Background: an optimization exercise with open tools, aiming at small area. Do not read the settings as production practice.
No run shown here included a check of the RTL's function; only the layout flow was run.
The flow treats the clock pin as an ideal source, which a real chip does not have.
No activity file was given, so power comes from the tool's default toggle rates.

**flow/design.v**
```verilog
module Fifo(input clk, input rst, input write, input read, input [7:0] dataIn,
 output [7:0] dataOut, output reg dataPresent, output halfFull, output full);
reg [7:0] memory[15:0];
reg [3:0] pointer;
wire zero = ~|pointer;
integer i;
always @(posedge clk) if (write) begin memory[0] <= dataIn; for (i=1;i<16;i=i+1) memory[i] <= memory[i-1]; end
always @(posedge clk) begin
  if (rst) begin pointer <= 0; dataPresent <= 0; end
  else begin
    dataPresent <= write | (dataPresent & ~(zero & read));
    case ({read, write})
      2'b01: if (!full && dataPresent) pointer <= pointer + 1'b1;
      2'b10: if (!zero) pointer <= pointer - 1'b1;
      default: ;
    endcase
  end
end
assign halfFull = pointer[3];
assign full = &pointer;
reg [7:0] rd; always @* begin rd=0; for (i=0;i<16;i=i+1) rd = rd | (memory[i] & {8{pointer==i}}); end
assign dataOut=rd;
endmodule
module Tx8b10b (
    input clk,
    input rst,
    input en,
    input [7:0] dataIn,
    input writeStrobe,
    output dataPresent,
    output halfFull,
    output full,
    output tx
);
wire [7:0] d;
reg readStrobe;
Fifo txFifo (
    .clk(clk), .rst(rst), .write(writeStrobe), .read(readStrobe), .dataIn(dataIn),
    .dataOut(d), .dataPresent(dataPresent), .halfFull(halfFull), .full(full)
);
reg line;
reg [8:0] t;
reg ph;              
reg idle;            
reg rd6;             
reg rd4;             
wire c9 = ph;
wire c0 = idle | (~ph & ~|t[7:0]);
reg [5:0] base6;    
always @* begin
    case (d[4:0])
        5'd0 : base6 = 6'b100111;  5'd1 : base6 = 6'b011101;
        5'd2 : base6 = 6'b101101;  5'd3 : base6 = 6'b110001;
        5'd4 : base6 = 6'b110101;  5'd5 : base6 = 6'b101001;
        5'd6 : base6 = 6'b011001;  5'd7 : base6 = 6'b111000;
        5'd8 : base6 = 6'b111001;  5'd9 : base6 = 6'b100101;
        5'd10: base6 = 6'b010101;  5'd11: base6 = 6'b110100;
        5'd12: base6 = 6'b001101;  5'd13: base6 = 6'b101100;
        5'd14: base6 = 6'b011100;  5'd15: base6 = 6'b010111;
        5'd16: base6 = 6'b011011;  5'd17: base6 = 6'b100011;
        5'd18: base6 = 6'b010011;  5'd19: base6 = 6'b110010;
        5'd20: base6 = 6'b001011;  5'd21: base6 = 6'b101010;
        5'd22: base6 = 6'b011010;  5'd23: base6 = 6'b111010;
        5'd24: base6 = 6'b110011;  5'd25: base6 = 6'b100110;
        5'd26: base6 = 6'b010110;  5'd27: base6 = 6'b110110;
        5'd28: base6 = 6'b001110;  5'd29: base6 = 6'b101110;
        5'd30: base6 = 6'b011110;  default: base6 = 6'b101011;
    endcase
end
wire [31:0] NN6 = 32'he9818117;    
wire [31:0] CP6 = 32'he9818197;    
wire nn6 = NN6[d[4:0]];
wire flip6 = rd6 & CP6[d[4:0]];
wire [5:0] code6 = base6 ^ {6{flip6}};
wire [5:0] fill6 = rd4 ? 6'b110000 : 6'b001111;
wire dpLatch = ~((t[7] == t[6]) & (t[6] == t[5]) & (t[5] == t[4]));
wire useAlt = (t[5] == t[4]) & (t[4] != rd4);
wire [2:0] x4 = dpLatch ? d[7:5] : {~rd4, rd4, ~rd4};
reg [3:0] base4;    
always @* begin
    case (x4)
        3'd0: base4 = 4'b1011;  3'd1: base4 = 4'b1001;
        3'd2: base4 = 4'b0101;  3'd3: base4 = 4'b1100;
        3'd4: base4 = 4'b1101;  3'd5: base4 = 4'b1010;
        3'd6: base4 = 4'b0110;  default: base4 = useAlt ? 4'b0111 : 4'b1110;
    endcase
end
wire nn4 = (x4 == 3'd0) | (x4 == 3'd4) | (x4 == 3'd7);
wire flip4 = rd4 & (nn4 | (x4 == 3'd3));
wire [3:0] code4 = base4 ^ {4{flip4}};
wire [3:0] fill4 = rd4 ? 4'b0101 : 4'b1010;
assign tx = line;
wire [5:0] L6 = (dataPresent ? base6 : 6'b001111) ^ {6{dataPresent ? flip6 : rd4}};    
wire [3:0] L4 = code4;        
always @(posedge clk) begin
    if (rst) begin
        rd6 <= 1'b0;
        rd4 <= 1'b0;
        ph <= 1'b0;
        idle <= 1'b1;
        line <= 1'b0;
    end
    else if (en) begin
        idle <= 1'b0;
        ph <= c0;
        line <= c0 ? L6[5] : t[8];
        if (c0) begin
            if (dataPresent) rd4 <= rd6 ^ nn6;
            else rd6 <= rd4;
        end
        else if (c9) begin
            rd6 <= rd4 ^ nn4;
            if (~dpLatch) rd4 <= ~rd4;
        end
    end
end
always @(posedge clk) begin
    readStrobe <= en & c9 & dpLatch;
    if (en) begin
        t[8:5] <= c0 ? L6[4:1] : t[7:4];
        t[4]   <= c0 ? L6[0] : c9 ? L4[3] : t[3];
        t[3:1] <= c9 ? L4[2:0] : t[2:0];
        t[0]   <= c9;
    end
end
endmodule
```
**flow/flow/run.sh**
```bash
#!/bin/bash
# Own flow: the standard ORFS flow, with synthesis using an area-oriented ABC script
# (flow/abc.script) and no half-adder extraction, and a leaner clock tree.
set -euo pipefail
W=$PWD
export OWN_ABC_SCRIPT=$W/flow/abc.script
bash standard.sh synth SYNTH_SCRIPT=$W/flow/my_synth.tcl > $W/own_synth.log 2>&1
export CTS_ARGS="-sink_clustering_enable -repair_clock_nets -dont_use_dummy_load -buf_list sky130_fd_sc_hd__clkbuf_4 -root_buf sky130_fd_sc_hd__clkbuf_8"
export POST_CTS_TCL=$W/flow/post_cts.tcl
export OWN_CLK_SLEW=0.112
export BUFFER_PORTS_ARGS="-buffer_cell sky130_fd_sc_hd__buf_1"
bash standard.sh > $W/own_flow.log 2>&1
```
**flow/flow/abc.script**
```
&get -n
&st
&dc2
&dc2
&dch -f
&nf -R 1000 -p -C 32 -F 8
&put
```
**flow/flow/my_synth.tcl**
```tcl
proc synth {args} { yosys synth -nofsm -noshare {*}$args }
proc abc {args} {
  set i [lsearch -exact $args -script]
  if { $i >= 0 } { lset args [expr {$i + 1}] $::env(OWN_ABC_SCRIPT) }
  puts "own abc: [lindex $args [expr {$i + 1}]]"
  yosys abc {*}$args
}
proc extract_fa {args} { puts "extract_fa skipped" }
source $::env(SCRIPTS_DIR)/synth.tcl
# left out here: clear keep_hierarchy, flatten, clean up, hide names made inside functions, write 1_2_yosys.v
```
**flow/flow/post_cts.tcl**
```tcl
estimate_parasitics -placement
proc own_load_slew { inst } {
  set worst 0
  set out [get_pins -of_objects $inst -filter "direction == output"]
  foreach pin [get_pins -of_objects [get_nets -of_objects $out]] {
    if { [get_property $pin direction] == "output" } { continue }
    set s [get_property $pin slew_max]
    if { $s > $worst } { set worst $s }
  }
  return $worst
}
set own_sizes {sky130_fd_sc_hd__clkbuf_4 sky130_fd_sc_hd__clkbuf_8 sky130_fd_sc_hd__clkbuf_16}
set n 0
foreach inst [get_cells clkbuf_*] {
  set leaf 1
  set out [get_pins -of_objects $inst -filter "direction == output"]
  foreach pin [get_pins -of_objects [get_nets -of_objects $out]] {
    if { [get_property $pin direction] == "output" } { continue }
    if { [string match "clkbuf_*" [get_full_name [get_cells -of_objects $pin]]] } { set leaf 0 }
  }
  if { !$leaf } { continue }
  set cur [lsearch -exact $own_sizes [get_property $inst ref_name]]
  if { $cur < 0 } { continue }
  while { [own_load_slew $inst] > $::env(OWN_CLK_SLEW) && $cur < [llength $own_sizes] - 1 } {
    incr cur
    replace_cell $inst [lindex $own_sizes $cur]
    incr n
  }
}
puts "post_cts: upsized clock buffers $n times"
if { $n > 0 } {
  detailed_placement
  estimate_parasitics -placement
}
```
**flow/standard.sh**
```bash
#!/bin/bash
# synth_recipe.tcl (not shown) runs the flow's synth.tcl, then flattens the netlist and writes it again
# the make line also repeats each setting of config.mk as NAME=value (left out here)
make -C /OpenROAD-flow-scripts/flow DESIGN_CONFIG=/design/flow/config.mk WORK_HOME=/design/flow/orfs CLKGATE_MAP_FILE= SYNTH_SCRIPT=/design/flow/synth_recipe.tcl "${@:-finish}"
```
**flow/config.mk**
```make
export PLATFORM = sky130hd
export DESIGN_NAME = Tx8b10b
export DESIGN_NICKNAME = Tx8b10b
export VERILOG_FILES = /design/flow/design.v
export SDC_FILE = /design/flow/constraint.sdc
export NUM_CORES = 4
export LEC_CHECK = 0
export CAP_MARGIN = 20
export CORE_MARGIN = 2
export CORE_UTILIZATION = 70
export SLEW_MARGIN = 20
```
**flow/constraint.sdc**
```tcl
create_clock -name core_clock -period 5.0 [get_ports {clk}]
set_input_delay 1.0000 -clock core_clock [delete_from_list [all_inputs] [get_ports {clk}]]
set_output_delay 1.0000 -clock core_clock [all_outputs]
set_load 0.01 [all_outputs]
```
==> run summary, run 1 <==
Clk Latency, worst-skew pair 0.41 ns; area leader, netlist edfxtp_1; total negative slack 0 ns; Crit path top cell by count nor2_1; clock sink count approximately 150; fin nets about 450; register area about 4300 sq um; CP Max Fanout 10; total gr overflow 0; top post-synthesis cells by area edfxtp_1 (71%), a222oi_1 (3.8%), dfxtp_1 (3.8%); layout cells sized above 1 0.0778; share of the synthesized area in the top cell type 0.709; initial antenna violation count 0; buffers added on ports 15; first-pass GRT wire length between 15000 and 20000 microns; WS Path Type flop to flop; routed wire length 13000 microns; Reg clk slew, reported paths 0.10 ns; FF-to-FF Start txFifo.pointer[3]; Setup Viol. Count Final 0; sequential share of the synthesized area 0.747; I/O pins 16; register bit total from synthesis between 100 and 150; FP Rows 33; crit path time final between 4 and 5 ns; Initial Util 0.713; final hold violations 0; Critical Path RT approximately 5.1 ns; Pre-antenna DRT Iters 6; Slowest cell on crit path nor2_1; critical-path cell list nand2b_1 > nor2_1 > a22oi_1 > nand4_1 > nor2_1 > nor2_1 > nor2_1 > nor3_1 > o21ai_0 > o2111ai_1 > o21ai_0 > xnor2_1 > a21oi_1; via/cell ratio ~7.2; Worst-Margin Slew between 1 and 1.5 ns; hold slack final between 0.4 and 0.5 ns; area of the multi-input gates around 1500 sq um; Clock Skew approximately 0.032 ns; max_cap viols 0; Power Total around 0.0023 W; YS warnings 3; 1st-iter DRT viols about 530; core area 8130 sq um; Detail Route Antenna Nets 0; Die Y around 95 microns; CP bufs+invs 0; Max-slew headroom 0.314; Final period util 0.833; Final Slew Violations 0; vias between 3000 and 4000; PD cells about 360 nW/um^2; fmax approximately 0.24 GHz; Slowest Stage Delay on Critical Path slightly above 0.8 ns; largest net degree at the start of global routing 88; Crit path max-delay family simple AND/OR/NAND/NOR gates; Crit. Startpoint txFifo.pointer[3]; Final GP Congestion 0.978; status complete, no violations; DRC Markers 0; leakage power 2.07 nW; commonest non-fill, non-tap cell in the layout edfxtp_1; hold_sp txFifo.memory[7][7]; RSZ-0062 raised after global routing false; die area approximately 9000 sq um; syn nets 402; Layout Area Growth over Synthesis 7.98%; Routed WL per cell ~24 microns; worst-case vdd ir drop 0.265 mV; crit path DAT 4.31 ns; most frequent cells in the layout edfxtp_1 (137), nor2_1 (47), a22oi_1 (28); hold crit path type flop to flop; Fill cells ~480; Mapped Area a little under 6000 sq um; die width about 95 microns; synthesized area per cell 14.9 sq um; Cells after Synth 390; synth unique cells 38; Worst Setup End Kind flop; Critical Path Source Type flop; vias in the first global route 3633; TritonCTS clock tree built; GRT Overall Usage 0.306; HPWL Detailed slightly below 9000 microns; number of diodes 0
## cells in the mapped netlist, drive strengths merged
cell type,number
and2,2
or4,1
a311oi,1
o21ai,16
edfxtp,137
dfxtp,11
a31oi,3
xnor2,7
o21bai,1
nand3,4
o221ai,1
o22ai,1
a21o,1
nor4bb,1
o2111ai,1
a21oi,19
a22oi,28
o211a,1
o21a,2
a31o,3
a221oi,2
or3,1
nor4,4
o311ai,1
nor2,47
xor2,3
nand4,11
nor3,13
nor2b,2
a2111oi,1
a211oi,3
a41oi,1
mux2i,3
nand3b,2
nand2b,6
clkinv,5
nand2,22
a222oi,22
## path summary, 6_finish.rpt
check	slack [ns]	depth (start not counted)	end
setup / recovery	0.83	13	t[5]
hold / removal	0.45	0	txFifo.memory[8][7]
setup reg to reg	0.83	13	t[5]
hold reg to reg	0.45	0	txFifo.memory[8][7]
## per-layer routing
metal | vias up | wire length, microns | track usage | part of all wire
met1 | 1852 | 4810 | 0.410 | 0.37
met2 | 286 | 6100 | 0.466 | 0.47
li1 | 1697 | - | - | -
met4 | 0 | 481 | 0.145 | 0.037
met3 | 48 | 1600 | 0.0933 | 0.12
met5 | - | 0 | 0 | 0
## power by group
group          leakage [nW]  internal [W]  switching, W
sequential             1.43       0.00144     0.0000546
combinational         0.548     0.0000806      0.000152
clock                0.0886      0.000192      0.000343
total                  2.07       0.00172      0.000549
## flip-flops by register name, indices dropped and copies added (netlist names)
register            count
ph                      1
rd4                     1
idle                    1
txFifo.memory         128
line                    1
readStrobe              1
txFifo.dataPresent      1
txFifo.pointer          4
t                       9
rd6                     1
## through the flow
step | instance area [sq um] | std cells | utilization | worst slack (ns)
finish | 6260 | 542 | 0.770 | 0.833
global placement | 6110 | 525 | 0.751 | 1.18
floorplan | 5800 | 390 | - | 1.59
global route | 6260 | 542 | 0.770 | 0.529
detailed placement | 6110 | 525 | 0.751 | 0.960
## area by class of cell
type                            instances  share of cell area
Sequential cell                       148               0.692
Multi-Input combinational cell        237               0.232
Timing Repair Buffer                   30              0.0276
Clock buffer                           17              0.0244
Tap cell                              105              0.0210
Inverter                                5             0.00300
## cell families (layout without fill, tap and decap cells)
kind of cell / Yosys count / after routing / synth area share
DFF: 148 / 148 / 0.747
xor gates and xnor gates: 10 / 10 / 0.0151
buffers and inverters: 5 / 52 / 0.00324
AOI/OAI and AO/OA: 108 / 108 / 0.136
muxes: 3 / 3 / 0.00518
and+or+nand+nor: 116 / 116 / 0.0930
==> run 2: changes to the inputs <==
--- a/flow/config.mk
+++ b/flow/config.mk
@@ -7,5 +7,5 @@
 export LEC_CHECK = 0
 export CAP_MARGIN = 20
 export CORE_MARGIN = 2
-export CORE_UTILIZATION = 70
+export CORE_UTILIZATION = 75
 export SLEW_MARGIN = 20
==> run summary, run 2 <==
status complete, no violations (unchanged); ys async rst share 0 (unchanged); Top reg by flops txFifo.memory (unchanged); die area 8450 sq um (was 9030 sq um); share of the synthesized area in the top cell type 0.709 (unchanged); GRT Overall Usage 0.324 (was 0.306); fmax 0.244 GHz (was 0.240 GHz); hold slack final 0.440 ns (was 0.452 ns); first-pass GRT wire length 19900 microns (was 19600 microns); Critical Path RT 5.12 ns (was 5.14 ns); via/cell ratio 7.22 (was 7.16); register bit total from synthesis 148 (unchanged); R2R depth 12 (was 13); area leader, netlist edfxtp_1 (unchanged); Detail Route Antenna Nets 0 (unchanged); Power Total 0.00226 W (was 0.00227 W); layout cells sized above 1 0.0757 (was 0.0778); number of diodes 0 (unchanged); ys flop type edfxtp_1 (unchanged); Final Slew Violations 0 (unchanged); Setup Viol. Count Final 0 (unchanged); PD cells 361 nW/um^2 (was 362 nW/um^2); crit path DAT 4.22 ns (was 4.31 ns); leakage power 2.06 nW (was 2.07 nW); Die Y 91.9 microns (was 95.0 microns); final worst slack 0.899 ns (was 0.833 ns); total negative slack 0 ns (unchanged); Max-slew headroom 0.357 (was 0.314); max reg flops 128 (unchanged); crit path time final 4.10 ns (was 4.17 ns); Initial Util 0.762 (was 0.713); Worst-Margin Slew 0.965 ns (was 1.03 ns); commonest non-fill, non-tap cell in the layout edfxtp_1 (unchanged); dpl ws 1.00 ns (was 0.960 ns); final hold violations 0 (unchanged); routed wire length 12800 microns (was 13000 microns); Layout Area Growth over Synthesis 7.79% (was 7.98%); initial antenna violation count 0 (unchanged); HPWL Detailed 8470 microns (was 8640 microns); WL met1 4910 microns (was 4810 microns); metal2 WL 5890 microns (was 6100 microns); hold crit path type flop to flop (unchanged); Critical Path Source Type flop (unchanged); FF-to-FF Start txFifo.pointer[0] (was txFifo.pointer[3]); TritonCTS clock tree built (unchanged); syn nets 402 (unchanged); vias in the first global route 3693 (was 3633); most frequent cells in the layout edfxtp_1 (137), nor2_1 (47), a22oi_1 (28) (unchanged); fin nets 450 (was 451); max_cap viols 0 (unchanged); sequential share of the synthesized area 0.747 (unchanged); met3 WL 1570 microns (was 1600 microns); Slowest Stage Delay on Critical Path 0.54 ns (was 0.82 ns); largest net degree at the start of global routing 78 (was 88); Cells after Synth 390 (unchanged); YS warnings 3 (unchanged); Clk Latency, worst-skew pair 0.42 ns (was 0.41 ns); biggest regs txFifo.memory x128, t x9, txFifo.pointer x4 (unchanged); I/O pins 16 (unchanged); Worst Setup End Kind flop (unchanged); EDFF count, synth 137 (unchanged); 1st-iter DRT viols 630 (was 532); Hold Crit Endpoint txFifo.memory[12][6] (was txFifo.memory[8][7]); Worst R2R End t[6] (was t[5]); worst-case vdd ir drop 0.308 mV (was 0.265 mV); core area 7610 sq um (was 8130 sq um); hold_sp txFifo.memory[11][6] (was txFifo.memory[7][7]); Slowest cell on crit path dfxtp_1 (was nor2_1); critical-path cell list nand2b_1 > nor2_1 > a222oi_1 > nand3_1 > nor2_1 > nor3_1 > nor2b_1 > o21ai_0 > o2111ai_1 > o21ai_0 > xnor2_1 > a21oi_1 (was nand2b_1 > nor2_1 > a22oi_1 > nand4_1 > nor2_1 > nor2_1 > nor2_1 > nor3_1 > o21ai_0 > o2111ai_1 > o21ai_0 > xnor2_1 > a21oi_1); Synth top cells by count edfxtp_1 (137), nor2_1 (47), a22oi_1 (28), a222oi_1 (22), nand2_1 (22) (unchanged); Max Used Layer met4 (unchanged); CP Max Fanout 10 (unchanged); RSZ-0062 raised after global routing false (unchanged); hold depth 0 (unchanged); synth unique cells 38 (unchanged); DRC Markers 0 (unchanged); Reg clk slew, reported paths 0.11 ns (was 0.10 ns); FP Rows 32 (was 33); WS Path Type flop to flop (unchanged); buffers added on ports 15 (unchanged); Final GP Congestion 1.02 (was 0.978); Mapped Area 5800 sq um (unchanged); vias 3884 (was 3883); Clock Skew 0.0351 ns (was 0.0320 ns); top post-synthesis cells by area edfxtp_1 (71%), a222oi_1 (3.8%), dfxtp_1 (3.8%) (unchanged); Pre-antenna DRT Iters 6 (unchanged); Routed WL per cell 23.8 microns (was 24.0 microns); Reg2Reg Setup Slack 0.90 ns (was 0.83 ns); Final period util 0.820 (was 0.833); clock sink count 148 (unchanged); total gr overflow 0 (unchanged); die width 91.9 microns (was 95.0 microns); cell with the most instances after synthesis edfxtp_1 (unchanged); synthesized area per cell 14.9 sq um (unchanged)
run 2: cells by family (layout without fill, tap and decap cells):
group	Yosys count	in the layout	share of synthesized area
flops	148	148	0.747
simple gates	116	116	0.0930
xor+xnor	10	10	0.0151
compound gates	108	108	0.136
buf+inv	5	51	0.00324
mux	3	3	0.00518
run 2: layout make-up:
cell class / count / area [sq um]
well taps: 102 / 128
inverters: 5 / 18.8
repair buffers: 29 / 165
fillers: 396 / 1360
clock buffers: 17 / 153
multi-input cells: 237 / 1450
flip-flops and latches: 148 / 4330
run 2: how the worst max path moves through the flow:
| stage | start | to |
|---|---|---|
| after floorplan | txFifo.pointer[0] | t[5] |
| after global placement | txFifo.pointer[0] | line |
| after detailed placement | txFifo.pointer[3] | line |
| after global routing | txFifo.pointer[3] | line |
| final | txFifo.pointer[0] | t[6] |
run 2: per-layer routing:
layer  track usage  up-vias
met5             0        -
met4         0.126        0
met3        0.0961       61
met2         0.490      286
met1         0.454     1841
li1              -     1696
run 2: worst max-delay path: cells and delay by family (launching register included):
| family | cells | cell delay, ns |
|---|---|---|
| flip-flops | 1 | 0.54 |
| XOR/XNOR | 1 | 0.29 |
| AND/OR/NAND/NOR | 6 | 1.61 |
| AO/OA/AOI/OAI | 5 | 1.37 |
run 2: where the power goes:
group          leakage, nW  switching, W  internal [W]
clock network       0.0886      0.000338      0.000192
registers             1.43     0.0000540       0.00144
logic                0.543      0.000149     0.0000806
run 2: through the flow:
stage / std cells / cell area (sq um) / util
floorplan: 390 / 5800 / -
finish: 538 / 6250 / 0.822
global route: 538 / 6250 / 0.822
detailed placement: 521 / 6100 / 0.802
global placement: 521 / 6100 / 0.802
==> run 3: changes to the inputs <==
--- a/flow/flow/run.sh
+++ b/flow/flow/run.sh
@@ -8,5 +8,7 @@
 export CTS_ARGS="-sink_clustering_enable -repair_clock_nets -dont_use_dummy_load -buf_list sky130_fd_sc_hd__clkbuf_4 -root_buf sky130_fd_sc_hd__clkbuf_8"
 export POST_CTS_TCL=$W/flow/post_cts.tcl
 export OWN_CLK_SLEW=0.112
+# Timing-driven global placement keeps none of its trial buffering.
+export GPL_KEEP_OVERFLOW=0
 export BUFFER_PORTS_ARGS="-buffer_cell sky130_fd_sc_hd__buf_1"
 bash standard.sh > $W/own_flow.log 2>&1
==> run summary, run 3 <==
final worst slack 0.596 ns (was 0.899 ns); register bit total from synthesis 148 (unchanged); buffers added on ports 15 (unchanged); Setup Viol. Count Final 0 (unchanged); CP Max Fanout 10 (unchanged); FP Rows 32 (unchanged); Reg clk slew, reported paths 0.11 ns (about the same); fin nets 440 (was 450); TritonCTS clock tree built (unchanged); Max-slew headroom 0.293 (was 0.357); PD cells 363 nW/um^2 (was 361 nW/um^2); Final period util 0.881 (was 0.820); biggest regs txFifo.memory x128, t x9, txFifo.pointer x4 (unchanged); synthesized area per cell 14.9 sq um (unchanged); ys async rst share 0 (unchanged); die width 91.9 microns (unchanged); hold depth 0 (unchanged); RSZ-0062 raised after global routing false (unchanged); max_cap viols 0 (unchanged); WS Path Type flop to flop (unchanged); hold crit path type flop to flop (unchanged); GRT Overall Usage 0.335 (was 0.324); largest net degree at the start of global routing 37 (was 78); crit path time final 4.40 ns (was 4.10 ns); Power Total 0.00227 W (was 0.00226 W); Final GP Congestion 0.944 (was 1.02); number of diodes 0 (unchanged); via/cell ratio 7.33 (was 7.22); synth unique cells 38 (unchanged); clock sink count 148 (unchanged); largest family of logic cells by synthesized area compound AO/OA/AOI/OAI gates (unchanged); Critical Path Source Type flop (unchanged); YS warnings 3 (unchanged); area of the multi-input gates 1480 sq um (was 1450 sq um); Die Y 91.9 microns (unchanged); Final Slew Violations 0 (unchanged); final hold violations 0 (unchanged); XOR/XNOR Fraction of Synth Area 0.0151 (unchanged); met2 GRT Util 0.506 (was 0.490); EDFF count, synth 137 (unchanged); total gr overflow 0 (unchanged); max reg flops 128 (unchanged); ys flop type edfxtp_1 (unchanged); DRC Markers 0 (unchanged); Critical Path RT 5.34 ns (was 5.12 ns); met1 usage in global routing 0.461 (was 0.454); GR Layer Usage met3 0.113 (was 0.0961); Cells after Synth 390 (unchanged); Routed WL per cell 25.1 microns (was 23.8 microns); area leader, netlist edfxtp_1 (unchanged); I/O pins 16 (unchanged); first-pass GRT wire length 20300 microns (was 19900 microns); Synth Area in Adders 0 (unchanged); Mapped Area 5800 sq um (unchanged); crit path DAT 4.74 ns (was 4.22 ns); commonest non-fill, non-tap cell in the layout edfxtp_1 (unchanged); final core occ 0.820 (was 0.822); Clock Skew 0.0324 ns (was 0.0351 ns); Layout Area Growth over Synthesis 7.57% (was 7.79%); most frequent cells in the layout edfxtp_1 (137), nor2_1 (47), a22oi_1 (28) (unchanged); Detail Route Antenna Nets 0 (unchanged); mux cell area share after synthesis 0.00518 (unchanged); sequential share of the synthesized area 0.747 (unchanged); leakage power 2.04 nW (was 2.06 nW); cell with the most instances after synthesis edfxtp_1 (unchanged); Fill cells 375 (was 396); Compound-Gate Fraction of Synth Area 0.136 (unchanged); Synth top cells by count edfxtp_1 (137), nor2_1 (47), a22oi_1 (28), a222oi_1 (22), nand2_1 (22) (unchanged); register area 4330 sq um (unchanged); routed wire length 13300 microns (was 12800 microns); dpl ws 0.815 ns (was 1.00 ns); vias in the first global route 3639 (was 3693); initial antenna violation count 0 (unchanged); Most Used Layer, Global Route met2 (unchanged); 1st-iter DRT viols 624 (was 630); Worst Setup End Kind flop (unchanged); top post-synthesis cells by area edfxtp_1 (71%), a222oi_1 (3.8%), dfxtp_1 (3.8%) (unchanged); R2R depth 16 (was 12); Simple-Gate Fraction of Synth Area 0.0930 (unchanged); syn nets 402 (unchanged); fmax 0.227 GHz (was 0.244 GHz); Top reg by flops txFifo.memory (unchanged); Pre-antenna DRT Iters 7 (was 6); Clk Latency, worst-skew pair 0.43 ns (was 0.42 ns); share of the synthesized area in the top cell type 0.709 (unchanged); vias 3870 (was 3884); HPWL Detailed 8370 microns (was 8470 microns); core area 7610 sq um (unchanged); status complete, no violations (unchanged); die area 8450 sq um (unchanged); Worst-Margin Slew 1.06 ns (was 0.965 ns); worst-case vdd ir drop 0.279 mV (was 0.308 mV); layout cells sized above 1 0.0681 (was 0.0757); Initial Util 0.762 (unchanged); hold slack final 0.417 ns (was 0.440 ns)
[run 3: changes by cell type in the layout (fill, tap and decap cells not counted), sizes merged]
cell | previous run | this run
clkbuf | 18 | 17
buf | 28 | 19
[run 3: logic make-up (layout without fill, tap and decap cells)]
kind of cell              Yosys count  after routing
buffers and inverters               5             41
AOI/OAI and AO/OA                 108            108
muxes                               3              3
xor gates and xnor gates           10             10
and+or+nand+nor                   116            116
DFF                               148            148
[run 3: through the flow]
stage | area [sq um] | setup TNS (ns) | cells
finish | 6240 | 0 | 528
global route | 6240 | 0 | 528
detailed placement | 6090 | 0 | 511
global placement | 5980 | -144.84 | 507
floorplan | 5800 | 0 | 390
[run 3: area by class of cell]
type,count,share of cell area
Sequential cell,148,0.695
Multi-Input combinational cell,237,0.238
Clock buffer,17,0.0245
Tap cell,102,0.0205
Timing Repair Buffer,19,0.0197
Inverter,5,0.00301
[run 3: worst paths after layout]
kind | endpoint | start | slack (ns)
setup / recovery | line | txFifo.pointer[0] | 0.60
hold / removal | txFifo.memory[7][4] | txFifo.memory[6][4] | 0.42
setup reg to reg | line | txFifo.pointer[0] | 0.60
hold reg to reg | txFifo.memory[7][4] | txFifo.memory[6][4] | 0.42
[run 3: per-layer routing]
metal  share of wire  wire, microns
met2            0.47           6290
met1            0.37           4970
met4           0.027            362
met3            0.12           1650
met5               0              0
[run 3: worst max-delay path, cell delays in order (launching register included)]
cell,delay [ns]
dfxtp_1,0.60
nand2_1,0.21
nor2_1,0.85
a22oi_1,0.24
nand4_1,0.23
nor2_1,0.12
nor2_1,0.23
nor2_1,0.10
nor3_1,0.31
o21ai_0,0.17
o2111ai_1,0.31
o21ai_0,0.36
o21ai_0,0.25
a21oi_1,0.06
nor2_1,0.14
a21oi_1,0.05
nor2_1,0.08
[run 3: power by group]
part	switching [W]	internal, W	total [W]
registers	0.0000564	0.00144	0.00150
clock network	0.000339	0.000192	0.000531
logic	0.000155	0.0000816	0.000237
total	0.000551	0.00172	0.00227
==> run 4: changes to the inputs <==
--- a/flow/config.mk
+++ b/flow/config.mk
@@ -7,5 +7,5 @@
 export LEC_CHECK = 0
 export CAP_MARGIN = 20
 export CORE_MARGIN = 2
-export CORE_UTILIZATION = 75
+export CORE_UTILIZATION = 65
 export SLEW_MARGIN = 20
==> run summary, run 4 <==
HPWL Detailed 8450 microns (was 8370 microns); Reg2Reg Setup Slack 0.65 ns (was 0.60 ns); status complete, no violations (unchanged); DRC Markers 0 (unchanged); switching part of the total power 0.242 (was 0.243); Clk Latency, worst-skew pair 0.42 ns (was 0.43 ns); Worst Setup End Kind flop (unchanged); worst-case vdd ir drop 0.247 mV (was 0.279 mV); crit path time final 4.35 ns (was 4.40 ns); routed wire length 12700 microns (was 13300 microns); crit path DAT 4.48 ns (was 4.74 ns); syn nets 402 (unchanged); Final Slew Violations 0 (unchanged); ys flop type edfxtp_1 (unchanged); design area 6300 sq um (was 6240 sq um); initial antenna violation count 0 (unchanged); vias in the first global route 3651 (was 3639); sequential share of the synthesized area 0.747 (unchanged); RSZ-0062 raised after global routing false (unchanged); Setup Viol. Count Final 0 (unchanged); first-pass GRT wire length 19900 microns (was 20300 microns); total gr overflow 0 (unchanged); leakage power 2.07 nW (was 2.04 nW); WS Path Type flop to flop (unchanged); Post-DP Area 6140 sq um (was 6090 sq um); Reg clk slew, reported paths 0.10 ns (was 0.11 ns); area leader, netlist edfxtp_1 (unchanged); Routed WL per cell 23.7 microns (was 25.1 microns); Worst-Margin Slew 1.08 ns (was 1.06 ns); Crit. Startpoint txFifo.pointer[0] (unchanged); CP Max Fanout 10 (unchanged); register bit total from synthesis 148 (unchanged); Top reg by flops txFifo.memory (unchanged); max reg flops 128 (unchanged); Final GP Congestion 0.838 (was 0.944); Slowest cell on crit path nor2_1 (unchanged); number of diodes 0 (unchanged); synth unique cells 38 (unchanged); die area 9690 sq um (was 8450 sq um); YS warnings 3 (unchanged); CP bufs+invs 0 (unchanged); EDFF count, synth 137 (unchanged); fin nets 442 (was 440); fmax 0.230 GHz (was 0.227 GHz); FP Rows 34 (was 32); Mapped Area 5800 sq um (unchanged); Worst path depth 13 (was 16); NetSw 0.000551 W (about the same); combinational share of power 0.103 (was 0.104); synthesized area per cell 14.9 sq um (unchanged); Synth top cells by count edfxtp_1 (137), nor2_1 (47), a22oi_1 (28), a222oi_1 (22), nand2_1 (22) (unchanged); Most Used Layer, Global Route met2 (unchanged); cell with the most instances after synthesis edfxtp_1 (unchanged); Cell Int Power 0.00173 W (was 0.00172 W); Crit path max-delay family simple AND/OR/NAND/NOR gates (unchanged); biggest regs txFifo.memory x128, t x9, txFifo.pointer x4 (unchanged); placed insts 519 (was 511); max_cap viols 0 (unchanged); I/O pins 16 (unchanged); clock share of power 0.240 (was 0.234); most frequent cells in the layout edfxtp_1 (137), nor2_1 (47), a22oi_1 (28) (unchanged); Max-slew headroom 0.277 (was 0.293); final hold violations 0 (unchanged); layout cells sized above 1 0.0724 (was 0.0681); ys async rst share 0 (unchanged); Detail Route Antenna Nets 0 (unchanged); 1st-iter DRT viols 533 (was 624); Initial Util 0.668 (was 0.762); Cells after Synth 390 (unchanged); TritonCTS clock tree built (unchanged); Critical Path Source Type flop (unchanged); clock sink count 148 (unchanged); PD cells 362 nW/um^2 (was 363 nW/um^2); via/cell ratio 7.08 (was 7.33); Critical Path Sink t[6] (was line); Power Total 0.00228 W (was 0.00227 W); GRT Overall Usage 0.276 (was 0.335); Critical Path RT 5.13 ns (was 5.34 ns); share of the synthesized area in the top cell type 0.709 (unchanged); register share of total power 0.656 (was 0.661); largest net degree at the start of global routing 38 (was 37); core area 8680 sq um (was 7610 sq um); R2R depth 13 (was 16); Pre-antenna DRT Iters 6 (was 7); Fill cells 574 (was 375); Die Y 98.5 microns (was 91.9 microns); FF-to-FF Start txFifo.pointer[0] (unchanged); met1 usage in global routing 0.407 (was 0.461); die width 98.5 microns (was 91.9 microns); commonest non-fill, non-tap cell in the layout edfxtp_1 (unchanged); Worst R2R End t[6] (was line); buffers added on ports 15 (unchanged); GR Layer Usage met3 0.0589 (was 0.113); Final period util 0.870 (was 0.881); critical-path cell list nand2_1 > nor2_1 > a22oi_1 > nand4_1 > nor2_1 > nor2_1 > nor2_1 > nor3_1 > o21ai_0 > o2111ai_1 > o21ai_0 > xnor2_1 > a21oi_1 (was nand2_1 > nor2_1 > a22oi_1 > nand4_1 > nor2_1 > nor2_1 > nor2_1 > nor3_1 > o21ai_0 > o2111ai_1 > o21ai_0 > o21ai_0 > a21oi_1 > nor2_1 > a21oi_1 > nor2_1); met2 GRT Util 0.418 (was 0.506); vias 3797 (was 3870); Layout Area Growth over Synthesis 8.59% (was 7.57%); hold crit path type flop to flop (unchanged); Crit path top cell by count nor2_1 (unchanged); Slowest Stage Delay on Critical Path 0.87 ns (was 0.85 ns); top post-synthesis cells by area edfxtp_1 (71%), a222oi_1 (3.8%), dfxtp_1 (3.8%) (unchanged); Clock Skew 0.0417 ns (was 0.0324 ns); fin cells 536 (was 528)
-- run 4: cell counts after synthesis --
No cell type changed its count.
-- run 4: power by group through the flow --
stage | Combinational (W) | Clock, W | Sequential [W]
6_report | 0.000236 | 0.000547 | 0.00150
5_1_grt | 0.000262 | 0.000599 | 0.00150
3_5_place_dp | 0.000230 | 0 | 0.00152
3_3_place_gp | 0.000212 | 0 | 0.00153
2_1_floorplan | 0.000151 | 0 | 0.00150
-- run 4: final cells by class --
cell class	instances	area [sq um]	area share
Sequential cell	148	4330	0.688
Timing Repair Buffer	21	168	0.0266
Multi-Input combinational cell	237	1480	0.235
Clock buffer	17	159	0.0252
Inverter	5	18.8	0.00298
Tap cell	108	135	0.0215
-- run 4: kinds of logic after synthesis --
group / count (synthesis) / synth area share
muxes: 3 / 0.00518
and+or+nand+nor: 116 / 0.0930
buffers and inverters: 5 / 0.00324
AOI/OAI and AO/OA: 108 / 0.136
DFF: 148 / 0.747
xor gates and xnor gates: 10 / 0.0151
-- run 4: how the worst min path moves through the flow --
stage / startpoint / slack [ns] / endpoint / cells after the start
2_1_floorplan: txFifo.memory[9][3] / 0.43 / txFifo.memory[10][3] / 0
6_report: txFifo.memory[12][4] / 0.44 / txFifo.memory[13][4] / 0
3_5_place_dp: txFifo.memory[14][2] / 0.43 / txFifo.memory[15][2] / 0
5_1_grt: txFifo.memory[6][1] / 0.44 / txFifo.memory[7][1] / 0
3_3_place_gp: txFifo.memory[13][2] / 0.43 / txFifo.memory[14][2] / 0
-- run 4: per-stage QoR --
step           TNS [ns]  hold slack [ns]  worst slack (ns)   util
6_report              0            0.441             0.650  0.726
5_1_grt               0            0.435             0.189  0.726
3_5_place_dp          0            0.434             0.829  0.707
3_3_place_gp    -152.60            0.430             -2.41  0.690
2_1_floorplan         0            0.425              1.59      -
-- run 4: per-layer routing --
metal | routed length [microns] | share of wire
met1 | 5160 | 0.41
met2 | 5970 | 0.47
met3 | 1370 | 0.11
met4 | 218 | 0.017
met5 | 0 | 0
==> run 5: changes to the inputs <==
--- a/flow/flow/run.sh
+++ b/flow/flow/run.sh
@@ -8,7 +8,5 @@
 export CTS_ARGS="-sink_clustering_enable -repair_clock_nets -dont_use_dummy_load -buf_list sky130_fd_sc_hd__clkbuf_4 -root_buf sky130_fd_sc_hd__clkbuf_8"
 export POST_CTS_TCL=$W/flow/post_cts.tcl
 export OWN_CLK_SLEW=0.112
-# Timing-driven global placement keeps none of its trial buffering.
-export GPL_KEEP_OVERFLOW=0
 export BUFFER_PORTS_ARGS="-buffer_cell sky130_fd_sc_hd__buf_1"
 bash standard.sh > $W/own_flow.log 2>&1
--- a/flow/config.mk
+++ b/flow/config.mk
@@ -7,5 +7,5 @@
 export LEC_CHECK = 0
 export CAP_MARGIN = 20
 export CORE_MARGIN = 2
-export CORE_UTILIZATION = 65
+export CORE_UTILIZATION = 80
 export SLEW_MARGIN = 20
==> run summary, run 5 <==
status complete, no violations (unchanged); synthesized area per cell 14.9 sq um (unchanged); DRC Markers 0 (unchanged); FP Rows 31 (was 34); Power Total 0.00227 W (was 0.00228 W); Initial Util 0.813 (was 0.668); total gr overflow 0 (unchanged); Top reg by flops txFifo.memory (unchanged); I/O pins 16 (unchanged); final hold violations 0 (unchanged); Fill cells 318 (was 574); register area 4330 sq um (unchanged); Synth top cells by count edfxtp_1 (137), nor2_1 (47), a22oi_1 (28), a222oi_1 (22), nand2_1 (22) (unchanged); Max-slew headroom 0.352 (was 0.277); vias 4083 (was 3797); top post-synthesis cells by area edfxtp_1 (71%), a222oi_1 (3.8%), dfxtp_1 (3.8%) (unchanged); die area 7950 sq um (was 9690 sq um); cell with the most instances after synthesis edfxtp_1 (unchanged); max reg flops 128 (unchanged); die width 89.1 microns (was 98.5 microns); leakage power 2.05 nW (was 2.07 nW); Final GP Congestion 1.08 (was 0.838); sequential share of the synthesized area 0.747 (unchanged); core area 7140 sq um (was 8680 sq um); biggest regs txFifo.memory x128, t x9, txFifo.pointer x4 (unchanged); Cells after Synth 390 (unchanged); WS Path Type flop to flop (unchanged); Mapped Area 5800 sq um (unchanged); Crit path top cell by count nor2_1 (unchanged); vias in the first global route 3776 (was 3651); Worst Setup End Kind flop (unchanged); total negative slack 0 ns (unchanged); ys async rst share 0 (unchanged); GRT Overall Usage 0.361 (was 0.276); Worst-Margin Slew 0.968 ns (was 1.08 ns); synth unique cells 38 (unchanged); commonest non-fill, non-tap cell in the layout edfxtp_1 (unchanged); Clock Skew 0.0307 ns (was 0.0417 ns); buffers added on ports 15 (unchanged); share of the synthesized area in the top cell type 0.709 (unchanged); Clk Latency, worst-skew pair 0.42 ns (about the same); Die Y 89.1 microns (was 98.5 microns); clock sink count 148 (unchanged); layout cells sized above 1 0.0714 (was 0.0724); Slowest cell on crit path nor2_1 (unchanged); Final Slew Violations 0 (unchanged); Crit path max-delay family simple AND/OR/NAND/NOR gates (unchanged); ys flop type edfxtp_1 (unchanged); RSZ-0062 raised after global routing false (unchanged); fmax 0.224 GHz (was 0.230 GHz); YS warnings 3 (unchanged); via/cell ratio 7.66 (was 7.08); Layout Area Growth over Synthesis 7.36% (was 8.59%); number of diodes 0 (unchanged); Slowest Stage Delay on Critical Path 0.77 ns (was 0.87 ns); fin nets 448 (was 442); Pre-antenna DRT Iters 8 (was 6); area leader, netlist edfxtp_1 (unchanged); area of the multi-input gates 1450 sq um (was 1480 sq um); worst-case vdd ir drop 0.296 mV (was 0.247 mV); syn nets 402 (unchanged); max_cap viols 0 (unchanged); crit path DAT 4.83 ns (was 4.48 ns); Setup Viol. Count Final 0 (unchanged); Routed WL per cell 25.4 microns (was 23.7 microns); Critical Path RT 5.35 ns (was 5.13 ns); most frequent cells in the layout edfxtp_1 (137), nor2_1 (47), a22oi_1 (28) (unchanged); register bit total from synthesis 148 (unchanged); CP Max Fanout 10 (unchanged); PD cells 364 nW/um^2 (was 362 nW/um^2); TritonCTS clock tree built (unchanged); initial antenna violation count 0 (unchanged); CP bufs+invs 0 (unchanged); critical-path cell list nand2b_1 > nor2_1 > a22oi_1 > nand4_1 > nor2_1 > nor2_1 > nor2_1 > nor3_1 > o21ai_0 > o2111ai_1 > o21ai_0 > o21ai_0 > a21oi_1 > nor2_1 > a21oi_1 > nor2_1 (was nand2_1 > nor2_1 > a22oi_1 > nand4_1 > nor2_1 > nor2_1 > nor2_1 > nor3_1 > o21ai_0 > o2111ai_1 > o21ai_0 > xnor2_1 > a21oi_1); Final period util 0.895 (was 0.870); largest net degree at the start of global routing 71 (was 38); routed wire length 13500 microns (was 12700 microns); HPWL Detailed 8830 microns (was 8450 microns); Detail Route Antenna Nets 0 (unchanged); hold crit path type flop to flop (unchanged); first-pass GRT wire length 20200 microns (was 19900 microns); EDFF count, synth 137 (unchanged); Reg clk slew, reported paths 0.11 ns (was 0.10 ns); crit path time final 4.47 ns (was 4.35 ns); Critical Path Source Type flop (unchanged); 1st-iter DRT viols 840 (was 533)
run 5: changes by cell type in the layout (fill, tap and decap cells not counted):
| cell | delta |
|---|---|
| buf_4 | +10 |
| buf_16 | -2 |
| nor3_1 | +6 |
| clkbuf_4 | +3 |
| buf_2 | -1 |
| nor3_2 | -6 |
| clkbuf_8 | -2 |
| buf_12 | -2 |
run 5: worst paths after layout:
kind | slack, ns | endpoint | depth (start not counted) | start
worst max-delay path | 0.53 | line | 16 | txFifo.pointer[3]
worst min-delay path | 0.44 | txFifo.memory[15][5] | 0 | txFifo.memory[14][5]
worst max register to register | 0.53 | line | 16 | txFifo.pointer[3]
worst min register to register | 0.44 | txFifo.memory[15][5] | 0 | txFifo.memory[14][5]
run 5: kinds of logic (layout without fill, tap and decap cells):
family | after synthesis | in the layout | share of synthesized area
XOR/XNOR | 10 | 10 | 0.0151
AND/OR/NAND/NOR | 116 | 116 | 0.0930
flip-flops | 148 | 148 | 0.747
buffers and inverters | 5 | 49 | 0.00324
AO/OA/AOI/OAI | 108 | 108 | 0.136
multiplexers | 3 | 3 | 0.00518
run 5: stage by stage:
stage / area (sq um) / instances / utilization / hold WS (ns) / setup WS, ns
2_1_floorplan: 5800 / 390 / - / 0.425 / 1.59
3_3_place_gp: 6080 / 516 / 0.852 / 0.432 / 1.27
3_5_place_dp: 6080 / 516 / 0.852 / 0.432 / 0.849
5_1_grt: 6230 / 533 / 0.872 / 0.440 / 0.355
6_report: 6230 / 533 / 0.872 / 0.443 / 0.527
run 5: where the power goes:
group	internal [W]	total (W)	switching (W)
Combinational	0.0000807	0.000234	0.000153
Sequential	0.00144	0.00150	0.0000582
Clock	0.000184	0.000531	0.000347
run 5: layer usage:
| metal | global-route usage | up-vias | share of wire |
|---|---|---|---|
| li1 | - | 1697 | - |
| met1 | 0.490 | 1871 | 0.34 |
| met2 | 0.535 | 421 | 0.45 |
| met3 | 0.106 | 94 | 0.14 |
| met4 | 0.195 | 0 | 0.065 |
| met5 | 0 | - | 0 |
run 5: layout make-up:
class	instances	share of cell area
clock buffers	17	0.0235
well taps	99	0.0199
repair buffers	27	0.0241
multi-input cells	237	0.233
flip-flops and latches	148	0.696
inverters	5	0.00301
==> run 6: changes to the inputs <==
--- a/flow/config.mk
+++ b/flow/config.mk
@@ -7,5 +7,5 @@
 export LEC_CHECK = 0
 export CAP_MARGIN = 20
 export CORE_MARGIN = 2
-export CORE_UTILIZATION = 80
+export CORE_UTILIZATION = 72
 export SLEW_MARGIN = 20
==> run summary, run 6 <==
Clock Skew 0.0366 ns (was 0.0307 ns); Reg clk slew, reported paths 0.11 ns (about the same); crit path DAT 4.56 ns (was 4.83 ns); Routed WL per cell 24.3 microns (was 25.4 microns); Critical Path Source Type flop (unchanged); area leader, netlist edfxtp_1 (unchanged); leakage power 2.07 nW (was 2.05 nW); clock sink count 148 (unchanged); Top reg by flops txFifo.memory (unchanged); vias 3974 (was 4083); cell with the most instances after synthesis edfxtp_1 (unchanged); biggest regs txFifo.memory x128, t x9, txFifo.pointer x4 (unchanged); Max Used Layer met4 (unchanged); layout cells sized above 1 0.0778 (was 0.0714); ys async rst share 0 (unchanged); metal2 WL 6010 microns (was 6130 microns); CP Max Fanout 10 (unchanged); worst-case vdd ir drop 0.245 mV (was 0.296 mV); Setup Viol. Count Final 0 (unchanged); hold slack final 0.415 ns (was 0.443 ns); DRC Markers 0 (unchanged); core area 7770 sq um (was 7140 sq um); WL met1 5040 microns (was 4610 microns); fin cells 539 (was 533); fmax 0.233 GHz (was 0.224 GHz); vias in the first global route 3774 (was 3776); EDFF count, synth 137 (unchanged); Detail Route Antenna Nets 0 (unchanged); Cells after Synth 390 (unchanged); fin nets 451 (was 448); Worst Setup End Kind flop (unchanged); Post-DP Area 6110 sq um (was 6080 sq um); sequential share of the synthesized area 0.747 (unchanged); design area 6270 sq um (was 6230 sq um); Final GP Congestion 0.932 (was 1.08); Worst-Margin Slew 0.953 ns (was 0.968 ns); Layout Area Growth over Synthesis 8.20% (was 7.36%); total gr overflow 0 (unchanged); YS warnings 3 (unchanged); ys flop type edfxtp_1 (unchanged); register bit total from synthesis 148 (unchanged); GRT Overall Usage 0.322 (was 0.361); placed insts 522 (was 516); RSZ-0062 raised after global routing false (unchanged); Mapped Area 5800 sq um (unchanged); Die Y 93.7 microns (was 89.1 microns); die area 8790 sq um (was 7950 sq um); HPWL Detailed 8650 microns (was 8830 microns); number of diodes 0 (unchanged); commonest non-fill, non-tap cell in the layout edfxtp_1 (unchanged); max reg flops 128 (unchanged); I/O pins 16 (unchanged); Pre-antenna DRT Iters 6 (was 8); max_cap viols 0 (unchanged); Clk Latency, worst-skew pair 0.43 ns (was 0.42 ns); most frequent cells in the layout edfxtp_1 (137), nor2_1 (47), a22oi_1 (28) (unchanged); share of the synthesized area in the top cell type 0.709 (unchanged); met3 WL 1570 microns (was 1890 microns); status complete, no violations (unchanged); 1st-iter DRT viols 593 (was 840); syn nets 402 (unchanged); initial antenna violation count 0 (unchanged); Critical Path RT 5.27 ns (was 5.35 ns); WS Path Type flop to flop (unchanged); TritonCTS clock tree built (unchanged); Initial Util 0.747 (was 0.813); die width 93.7 microns (was 89.1 microns); Synth top cells by count edfxtp_1 (137), nor2_1 (47), a22oi_1 (28), a222oi_1 (22), nand2_1 (22) (unchanged); synthesized area per cell 14.9 sq um (unchanged); via/cell ratio 7.37 (was 7.66); total negative slack 0 ns (unchanged); crit path time final 4.29 ns (was 4.47 ns); PD cells 365 nW/um^2 (was 364 nW/um^2); buffers added on ports 15 (unchanged); Max-slew headroom 0.362 (was 0.352); final hold violations 0 (unchanged); largest net degree at the start of global routing 97 (was 71); FP Rows 32 (was 31); synth unique cells 38 (unchanged); Final Slew Violations 0 (unchanged); hold crit path type flop to flop (unchanged); first-pass GRT wire length 20300 microns (was 20200 microns); top post-synthesis cells by area edfxtp_1 (71%), a222oi_1 (3.8%), dfxtp_1 (3.8%) (unchanged); Final period util 0.858 (was 0.895); routed wire length 13100 microns (was 13500 microns)
==> run 6: critical path: stages, from the launching register on <==
cell and delay [ns]:
dfxtp_1 0.58, nand2b_1 0.18, nor2_1 0.73, a222oi_1 0.26, nand4_1 0.17, nor2_1 0.15, nor3_1 0.38, nor2b_1 0.14
o21ai_0 0.26, o2111ai_1 0.19, o21ai_0 0.39, o21ai_0 0.26, a21oi_1 0.20, nor2_1 0.08, a21oi_1 0.12, nor2_1 0.05
==> run 6: cell type report <==
class                      count  area, sq um
clock buffer                  17          165
tap                          102          128
timing repair buffer          30          176
inverter                       5         18.8
fill                         427         1490
multi-input combinational    237         1450
sequential                   148         4330
==> run 6: per-stage QoR <==
step	setup slack, ns	utilization	power [W]
after floorplan	1.59	-	0.00165
after global routing	0.303	0.808	0.00237
final	0.710	0.808	0.00229
after global placement	1.25	0.786	0.00173
after detailed placement	0.935	0.786	0.00175
==> run 6: cells by family after synthesis <==
kind of cell           count (synthesis)  share of synthesized area
AO/OA/AOI/OAI                        108                      0.136
XOR/XNOR                              10                     0.0151
multiplexers                           3                    0.00518
flip-flops                           148                      0.747
buffers and inverters                  5                    0.00324
AND/OR/NAND/NOR                      116                     0.0930
==> run 6: power by group <==
group | internal, W | switching (W) | total, W
clock network | 0.000209 | 0.000354 | 0.000563
registers | 0.00144 | 0.0000539 | 0.00150
logic | 0.0000796 | 0.000152 | 0.000231
==> run 6: final timing paths <==
path	startpoint	endpoint	slack, ns	cells past startpoint
worst min-delay path	txFifo.memory[12][6]	txFifo.memory[13][6]	0.42	0
worst min register to register	txFifo.memory[12][6]	txFifo.memory[13][6]	0.42	0
worst max-delay path	txFifo.pointer[0]	line	0.71	15
worst max register to register	txFifo.pointer[0]	line	0.71	15
==> run 6: metal layers <==
metal  GRT usage  up-vias
li1            -     1702
met1       0.452     1889
met2       0.475      331
met3      0.0843       52
met4       0.157        0
met5           0        -
==> run 7: changes to the inputs <==
--- a/flow/flow/run.sh
+++ b/flow/flow/run.sh
@@ -8,5 +8,6 @@
 export CTS_ARGS="-sink_clustering_enable -repair_clock_nets -dont_use_dummy_load -buf_list sky130_fd_sc_hd__clkbuf_4 -root_buf sky130_fd_sc_hd__clkbuf_8"
 export POST_CTS_TCL=$W/flow/post_cts.tcl
 export OWN_CLK_SLEW=0.112
+export POST_GLOBAL_PLACE_TCL=$W/flow/post_gp.tcl
 export BUFFER_PORTS_ARGS="-buffer_cell sky130_fd_sc_hd__buf_1"
 bash standard.sh > $W/own_flow.log 2>&1
==> flow/flow/post_gp.tcl (new file) <==
# Drop the buffers that timing-driven global placement put on internal nets
# (not those on the input ports' fan-out); repair_design in the resize step
# adds back whatever slew or capacitance still needs.
set own_bufs {}
foreach inst [get_cells place*] {
  if { ![string match "sky130_fd_sc_hd__buf_*" [get_property $inst ref_name]] } { continue }
  set in [get_pins -of_objects $inst -filter "direction == input"]
  set drv [get_pins -of_objects [get_nets -of_objects $in] -filter "direction == output"]
  if { [llength $drv] == 0 } { continue }
  if { [string match "input*" [get_full_name [get_cells -of_objects $drv]]] } { continue }
  lappend own_bufs $inst
}
puts "post_gp: removing [llength $own_bufs] buffers"
if { [llength $own_bufs] > 0 } {
  remove_buffers $own_bufs
  estimate_parasitics -placement
}
--- a/flow/config.mk
+++ b/flow/config.mk
@@ -7,5 +7,5 @@
 export LEC_CHECK = 0
 export CAP_MARGIN = 20
 export CORE_MARGIN = 2
-export CORE_UTILIZATION = 72
+export CORE_UTILIZATION = 75
 export SLEW_MARGIN = 20
==> run summary, run 7 <==
TritonCTS clock tree built (unchanged); critical-path cell list nand2b_1 > nor2_1 > a22oi_1 > nand4_1 > nor2_1 > nor2_1 > nor2_1 > nor3_1 > o21ai_0 > o2111ai_1 > o21ai_0 > o21ai_0 > a21oi_1 > nor2_1 > a21oi_1 > nor2_1 (was nand2b_1 > nor2_1 > a222oi_1 > nand4_1 > nor2_1 > nor3_1 > nor2b_1 > o21ai_0 > o2111ai_1 > o21ai_0 > o21ai_0 > a21oi_1 > nor2_1 > a21oi_1 > nor2_1); Routed WL per cell 25.4 microns (was 24.3 microns); first-pass GRT wire length 20000 microns (was 20300 microns); total gr overflow 0 (unchanged); fin nets 422 (was 451); routed wire length 13000 microns (was 13100 microns); GRT Overall Usage 0.325 (was 0.322); core area 7610 sq um (was 7770 sq um); Layout Area Growth over Synthesis 5.70% (was 8.20%); Initial Util 0.762 (was 0.747); hold depth 0 (unchanged); die width 91.9 microns (was 93.7 microns); max_cap viols 0 (unchanged); commonest non-fill, non-tap cell in the layout edfxtp_1 (unchanged); die area 8450 sq um (was 8790 sq um); status complete, no violations (unchanged); I/O pins 16 (unchanged); CP Max Fanout 10 (unchanged); Power Total 0.00223 W (was 0.00229 W); Worst-Margin Slew 1.11 ns (was 0.953 ns); FP Rows 32 (unchanged); leakage power 2.00 nW (was 2.07 nW); crit path time final 4.42 ns (was 4.29 ns); RSZ-0062 raised after global routing false (unchanged); top post-synthesis cells by area edfxtp_1 (71%), a222oi_1 (3.8%), dfxtp_1 (3.8%) (unchanged); vias 3801 (was 3974); vias in the first global route 3607 (was 3774); fmax 0.226 GHz (was 0.233 GHz); ys flop type edfxtp_1 (unchanged); final hold violations 0 (unchanged); register share of total power 0.672 (was 0.653); worst-case vdd ir drop 0.274 mV (was 0.245 mV); NetSw 0.000530 W (was 0.000560 W); Final period util 0.885 (was 0.858); Cells after Synth 390 (unchanged); cell with the most instances after synthesis edfxtp_1 (unchanged); Fill cells 398 (was 427); clock sink count 148 (unchanged); Slowest cell on crit path nor2_1 (unchanged); clock share of power 0.240 (was 0.246); Die Y 91.9 microns (was 93.7 microns); DRC Markers 0 (unchanged); Detail Route Antenna Nets 0 (unchanged); Worst Setup End Kind flop (unchanged); Setup Viol. Count Final 0 (unchanged); Reg clk slew, reported paths 0.12 ns (was 0.11 ns); WS Path Type flop to flop (unchanged); share of the synthesized area in the top cell type 0.709 (unchanged); R2R depth 16 (was 15); Critical Path Source Type flop (unchanged); biggest regs txFifo.memory x128, t x9, txFifo.pointer x4 (unchanged); register bit total from synthesis 148 (unchanged); CP bufs+invs 0 (unchanged); YS warnings 3 (unchanged); sequential share of the synthesized area 0.747 (unchanged); area leader, netlist edfxtp_1 (unchanged); syn nets 402 (unchanged); Cell Int Power 0.00170 W (was 0.00173 W); number of diodes 0 (unchanged); HPWL Detailed 8030 microns (was 8650 microns); Mapped Area 5800 sq um (unchanged); Synth top cells by count edfxtp_1 (137), nor2_1 (47), a22oi_1 (28), a222oi_1 (22), nand2_1 (22) (unchanged); Clk Latency, worst-skew pair 0.42 ns (was 0.43 ns); total negative slack 0 ns (unchanged); synthesized area per cell 14.9 sq um (unchanged); largest net degree at the start of global routing 132 (was 97); most frequent cells in the layout edfxtp_1 (137), nor2_1 (47), a22oi_1 (28) (unchanged); Crit path max-delay family simple AND/OR/NAND/NOR gates (unchanged); Worst path depth 16 (was 15); via/cell ratio 7.45 (was 7.37); Slowest Stage Delay on Critical Path 0.83 ns (was 0.73 ns); Critical Path RT 5.33 ns (was 5.27 ns); crit path DAT 4.75 ns (was 4.56 ns); synth unique cells 38 (unchanged); Reg2Reg Setup Slack 0.58 ns (was 0.71 ns); hold crit path type flop to flop (unchanged); combinational share of power 0.089 (was 0.101); Crit path top cell by count nor2_1 (unchanged); switching part of the total power 0.238 (was 0.244); Top reg by flops txFifo.memory (unchanged); buffers added on ports 15 (unchanged); Pre-antenna DRT Iters 6 (unchanged); 1st-iter DRT viols 659 (was 593); Max-slew headroom 0.254 (was 0.362); EDFF count, synth 137 (unchanged); PD cells 364 nW/um^2 (was 365 nW/um^2); ys async rst share 0 (unchanged); hold slack final 0.437 ns (was 0.415 ns); max reg flops 128 (unchanged); layout cells sized above 1 0.0613 (was 0.0778); Clock Skew 0.0384 ns (was 0.0366 ns); Final Slew Violations 0 (unchanged); initial antenna violation count 0 (unchanged)
run 7: cell types whose count changed in the layout (fill, tap and decap cells not counted), sizes merged:
cell | before | now
buf | 29 | 1
clkbuf | 18 | 17
run 7: cell type report:
type | instances | area (sq um) | area share
sequential | 148 | 4330 | 0.707
multi-input combinational | 237 | 1490 | 0.243
clock buffer | 17 | 146 | 0.0239
tap | 102 | 128 | 0.0208
inverter | 5 | 18.8 | 0.00306
timing repair buffer | 1 | 11.3 | 0.00184
run 7: stage by stage:
stage | area, sq um | instances | setup WS (ns) | utilization
finish | 6130 | 510 | 0.577 | 0.806
global route | 6130 | 510 | 0.289 | 0.806
floorplan | 5800 | 390 | 1.59 | -
detailed placement | 5980 | 493 | 0.799 | 0.787
global placement | 6100 | 521 | 1.21 | 0.802
run 7: logic make-up (layout without fill, tap and decap cells):
group                     after synthesis  in the layout  synth area share
muxes                                   3              3           0.00518
AOI/OAI and AO/OA                     108            108             0.136
DFF                                   148            148             0.747
buffers and inverters                   5             23           0.00324
and+or+nand+nor                       116            116            0.0930
xor gates and xnor gates               10             10            0.0151
run 7: worst paths after layout:
path | startpoint | end
worst max-delay path | txFifo.pointer[1] | line
worst min register to register | txFifo.memory[13][7] | txFifo.memory[14][7]
worst max register to register | txFifo.pointer[1] | line
worst min-delay path | txFifo.memory[13][7] | txFifo.memory[14][7]
run 7: power by group through the flow:
| stage | sequential (W) | clock, W | combinational (W) |
|---|---|---|---|
| after floorplan | 0.00150 | 0 | 0.000151 |
| after global placement | 0.00152 | 0 | 0.000217 |
| after detailed placement | 0.00152 | 0 | 0.000193 |
| after global routing | 0.00151 | 0.000580 | 0.000219 |
| final | 0.00150 | 0.000535 | 0.000198 |
run 7: worst register-to-register path: stages, from the launching register on:
cell       delay, ns
dfxtp_1         0.60
nand2b_1        0.25
nor2_1          0.83
a22oi_1         0.23
nand4_1         0.24
nor2_1          0.13
nor2_1          0.20
nor2_1          0.10
nor3_1          0.28
o21ai_0         0.17
o2111ai_1       0.32
o21ai_0         0.38
o21ai_0         0.28
a21oi_1         0.07
nor2_1          0.14
a21oi_1         0.05
nor2_1          0.10
run 7: routing by layer:
metal  up-vias  GRT usage  wire length, microns
met5         -          0                     0
met4         0      0.132                   415
met1      1799      0.464                  4970
li1       1640          -                     -
met3        53     0.0978                  1610
met2       309      0.480                  5970
==> run 8: changes to the inputs <==
==> flow/flow/post_gp.tcl (replaced) <==
# Drop the buffers that timing-driven global placement put on internal nets
# (not the port buffers, nor buffers on the input ports' fan-out); the resize
# step's repair_design adds back whatever slew or capacitance still needs.
set own_n 0
foreach inst [get_cells place*] {
  if { ![string match "sky130_fd_sc_hd__buf_*" [get_property $inst ref_name]] } { continue }
  set name [get_full_name $inst]
  set in_net [get_nets -of_objects [get_pins $name/A]]
  set out_net [get_nets -of_objects [get_pins $name/X]]
  set drv [get_pins -of_objects $in_net -filter "direction == output"]
  if { [llength $drv] != 1 } { continue }
  if { [string match "input*" [get_full_name [get_cells -of_objects $drv]]] } { continue }
  if { [llength [get_ports -quiet -of_objects $out_net]] > 0 } { continue }
  if { [llength [get_ports -quiet -of_objects $in_net]] > 0 } { continue }
  foreach pin [get_pins -of_objects $out_net -filter "direction == input"] {
    disconnect_pin $out_net $pin
    connect_pin $in_net $pin
  }
  disconnect_pin $in_net [get_pins $name/A]
  disconnect_pin $out_net [get_pins $name/X]
  delete_instance $inst
  delete_net $out_net
  incr own_n
}
puts "post_gp: removed $own_n buffers"
estimate_parasitics -placement
==> run summary, run 8 <==
HPWL Detailed 8250 microns (was 8030 microns); synth unique cells 38 (unchanged); first-pass GRT wire length 20100 microns (was 20000 microns); PD cells 367 nW/um^2 (was 364 nW/um^2); GRT Overall Usage 0.328 (was 0.325); Synth top cells by count edfxtp_1 (137), nor2_1 (47), a22oi_1 (28), a222oi_1 (22), nand2_1 (22) (unchanged); vias 3884 (was 3801); EDFF count, synth 137 (unchanged); top post-synthesis cells by area edfxtp_1 (71%), a222oi_1 (3.8%), dfxtp_1 (3.8%) (unchanged); hold_sp txFifo.memory[11][6] (was txFifo.memory[13][7]); Initial Util 0.762 (unchanged); Slowest cell on crit path nor2_1 (unchanged); max_cap viols 0 (unchanged); ys flop type edfxtp_1 (unchanged); syn nets 402 (unchanged); Cells after Synth 390 (unchanged); sequential share of the synthesized area 0.747 (unchanged); Worst Setup End Kind flop (unchanged); cell with the most instances after synthesis edfxtp_1 (unchanged); WS Path Type flop to flop (unchanged); via/cell ratio 7.40 (was 7.45); Slowest Stage Delay on Critical Path 0.92 ns (was 0.83 ns); share of the synthesized area in the top cell type 0.709 (unchanged); Final Slew Violations 0 (unchanged); Detail Route Antenna Nets 0 (unchanged); layout cells sized above 1 0.0615 (was 0.0613); commonest non-fill, non-tap cell in the layout edfxtp_1 (unchanged); XOR/XNOR Fraction of Synth Area 0.0151 (unchanged); hold slack final 0.440 ns (was 0.437 ns); die width 91.9 microns (unchanged); Reg clk slew, reported paths 0.11 ns (was 0.12 ns); Hold Crit Endpoint txFifo.memory[12][6] (was txFifo.memory[14][7]); Clock Skew 0.0362 ns (was 0.0384 ns); register bit total from synthesis 148 (unchanged); Setup Viol. Count Final 0 (unchanged); TritonCTS clock tree built (unchanged); final hold violations 0 (unchanged); Mapped Area 5800 sq um (unchanged); Compound-Gate Fraction of Synth Area 0.136 (unchanged); Reg2Reg Setup Slack 0.54 ns (was 0.58 ns); placed insts 508 (was 493); routed wire length 13000 microns (about the same); FF-to-FF Start txFifo.pointer[1] (unchanged); ys async rst share 0 (unchanged); worst-case vdd ir drop 0.298 mV (was 0.274 mV); Power Total 0.00227 W (was 0.00223 W); Worst-Margin Slew 1.16 ns (was 1.11 ns); status complete, no violations (unchanged); FP Rows 32 (unchanged); I/O pins 16 (unchanged); Critical Path Source Type flop (unchanged); RSZ-0062 raised after global routing false (unchanged); clock sink count 148 (unchanged); fmax 0.224 GHz (was 0.226 GHz); most frequent cells in the layout edfxtp_1 (137), nor2_1 (47), a22oi_1 (28) (unchanged); fin cells 525 (was 510); number of diodes 0 (unchanged); Clk Latency, worst-skew pair 0.43 ns (was 0.42 ns); critical-path cell list nand2_1 > nor2_1 > a22oi_1 > nand4_1 > nor2_1 > nor2_1 > nor2_1 > nor3_1 > o21ai_0 > o2111ai_1 > o21ai_0 > xnor2_1 > a21oi_1 (was nand2b_1 > nor2_1 > a22oi_1 > nand4_1 > nor2_1 > nor2_1 > nor2_1 > nor3_1 > o21ai_0 > o2111ai_1 > o21ai_0 > o21ai_0 > a21oi_1 > nor2_1 > a21oi_1 > nor2_1); largest family of logic cells by synthesized area compound AO/OA/AOI/OAI gates (unchanged); final worst slack 0.536 ns (was 0.577 ns); Die Y 91.9 microns (unchanged); Top reg by flops txFifo.memory (unchanged); crit path DAT 4.59 ns (was 4.75 ns); initial antenna violation count 0 (unchanged); DRC Markers 0 (unchanged); YS warnings 3 (unchanged); Simple-Gate Fraction of Synth Area 0.0930 (unchanged); core area 7610 sq um (unchanged); crit path time final 4.46 ns (was 4.42 ns); largest net degree at the start of global routing 78 (was 132); hold depth 0 (unchanged); synthesized area per cell 14.9 sq um (unchanged); total negative slack 0 ns (unchanged); dpl ws 0.717 ns (was 0.799 ns); mux cell area share after synthesis 0.00518 (unchanged); Routed WL per cell 24.8 microns (was 25.4 microns); 1st-iter DRT viols 662 (was 659); Final period util 0.893 (was 0.885); R2R depth 13 (was 16); vias in the first global route 3639 (was 3607); leakage power 2.03 nW (was 2.00 nW); hold crit path type flop to flop (unchanged); biggest regs txFifo.memory x128, t x9, txFifo.pointer x4 (unchanged); Fill cells 405 (was 398); Crit path top cell by count nor2_1 (unchanged); Max-slew headroom 0.227 (was 0.254); fin nets 437 (was 422); Synth Area in Adders 0 (unchanged); Critical Path RT 5.13 ns (was 5.33 ns); buffers added on ports 15 (unchanged); Worst R2R End t[5] (was line); max reg flops 128 (unchanged); area leader, netlist edfxtp_1 (unchanged); total gr overflow 0 (unchanged); Layout Area Growth over Synthesis 6.88% (was 5.70%); CP Max Fanout 10 (unchanged); Pre-antenna DRT Iters 7 (was 6); die area 8450 sq um (unchanged)
[run 8: changes by cell type in the layout (fill, tap and decap cells not counted)]
cell / delta
buf_1: +14
buf_4: +1
buf_6: -1
clkbuf_4: -1
clkbuf_8: +2
[run 8: kinds of logic (layout without fill, tap and decap cells)]
| group | count (synthesis) | count (layout) |
|---|---|---|
| AO/OA/AOI/OAI | 108 | 108 |
| XOR/XNOR | 10 | 10 |
| buffers and inverters | 5 | 38 |
| multiplexers | 3 | 3 |
| flip-flops | 148 | 148 |
| AND/OR/NAND/NOR | 116 | 116 |
[run 8: worst max-delay path by stage]
stage / startpoint / to / slack, ns / depth (start not counted)
5_1_grt: txFifo.pointer[0] / line / 0.22 / 16
6_report: txFifo.pointer[1] / t[5] / 0.54 / 13
3_5_place_dp: txFifo.pointer[0] / t[5] / 0.72 / 13
2_1_floorplan: txFifo.pointer[0] / t[5] / 1.59 / 12
3_3_place_gp: txFifo.pointer[0] / line / 1.21 / 16
[run 8: power breakdown]
group / internal [W] / total, W / switching, W
logic: 0.0000777 / 0.000227 / 0.000149
registers: 0.00144 / 0.00150 / 0.0000559
clock network: 0.000201 / 0.000548 / 0.000347
total: 0.00172 / 0.00227 / 0.000552
[run 8: area by class of cell]
type / count / area, sq um / share of cell area
flip-flops and latches: 148 / 4330 / 0.699
multi-input cells: 237 / 1490 / 0.241
clock buffers: 17 / 159 / 0.0256
well taps: 102 / 128 / 0.0206
repair buffers: 16 / 67.6 / 0.0109
inverters: 5 / 18.8 / 0.00303
[run 8: per-layer routing]
layer	vias to the layer above	GRT usage	share of wire
met4	0	0.147	0.034
met1	1847	0.483	0.40
met5	-	0	0
met3	44	0.0912	0.12
met2	319	0.469	0.44
li1	1674	-	-
[run 8: critical path: cells and delay by family, from the launching register on]
kind	cells	cell delay [ns]
compound gates	5	1.16
xor+xnor	1	0.32
flops	1	0.60
simple gates	7	2.08
[run 8: metrics by stage]
| step | cell area [sq um] | utilization |
|---|---|---|
| final | 6200 | 0.815 |
| after global routing | 6200 | 0.815 |
| after detailed placement | 6040 | 0.794 |
| after global placement | 6100 | 0.802 |
| after floorplan | 5800 | - |

Check on run 8: ideal ports give 0.536 ns setup slack; a clkbuf_16 on the clock port and buf_2 on the inputs give 0.536 ns; moving port delays by the midpoint clock arrival (0.442 ns) as well gives 0.536 ns.
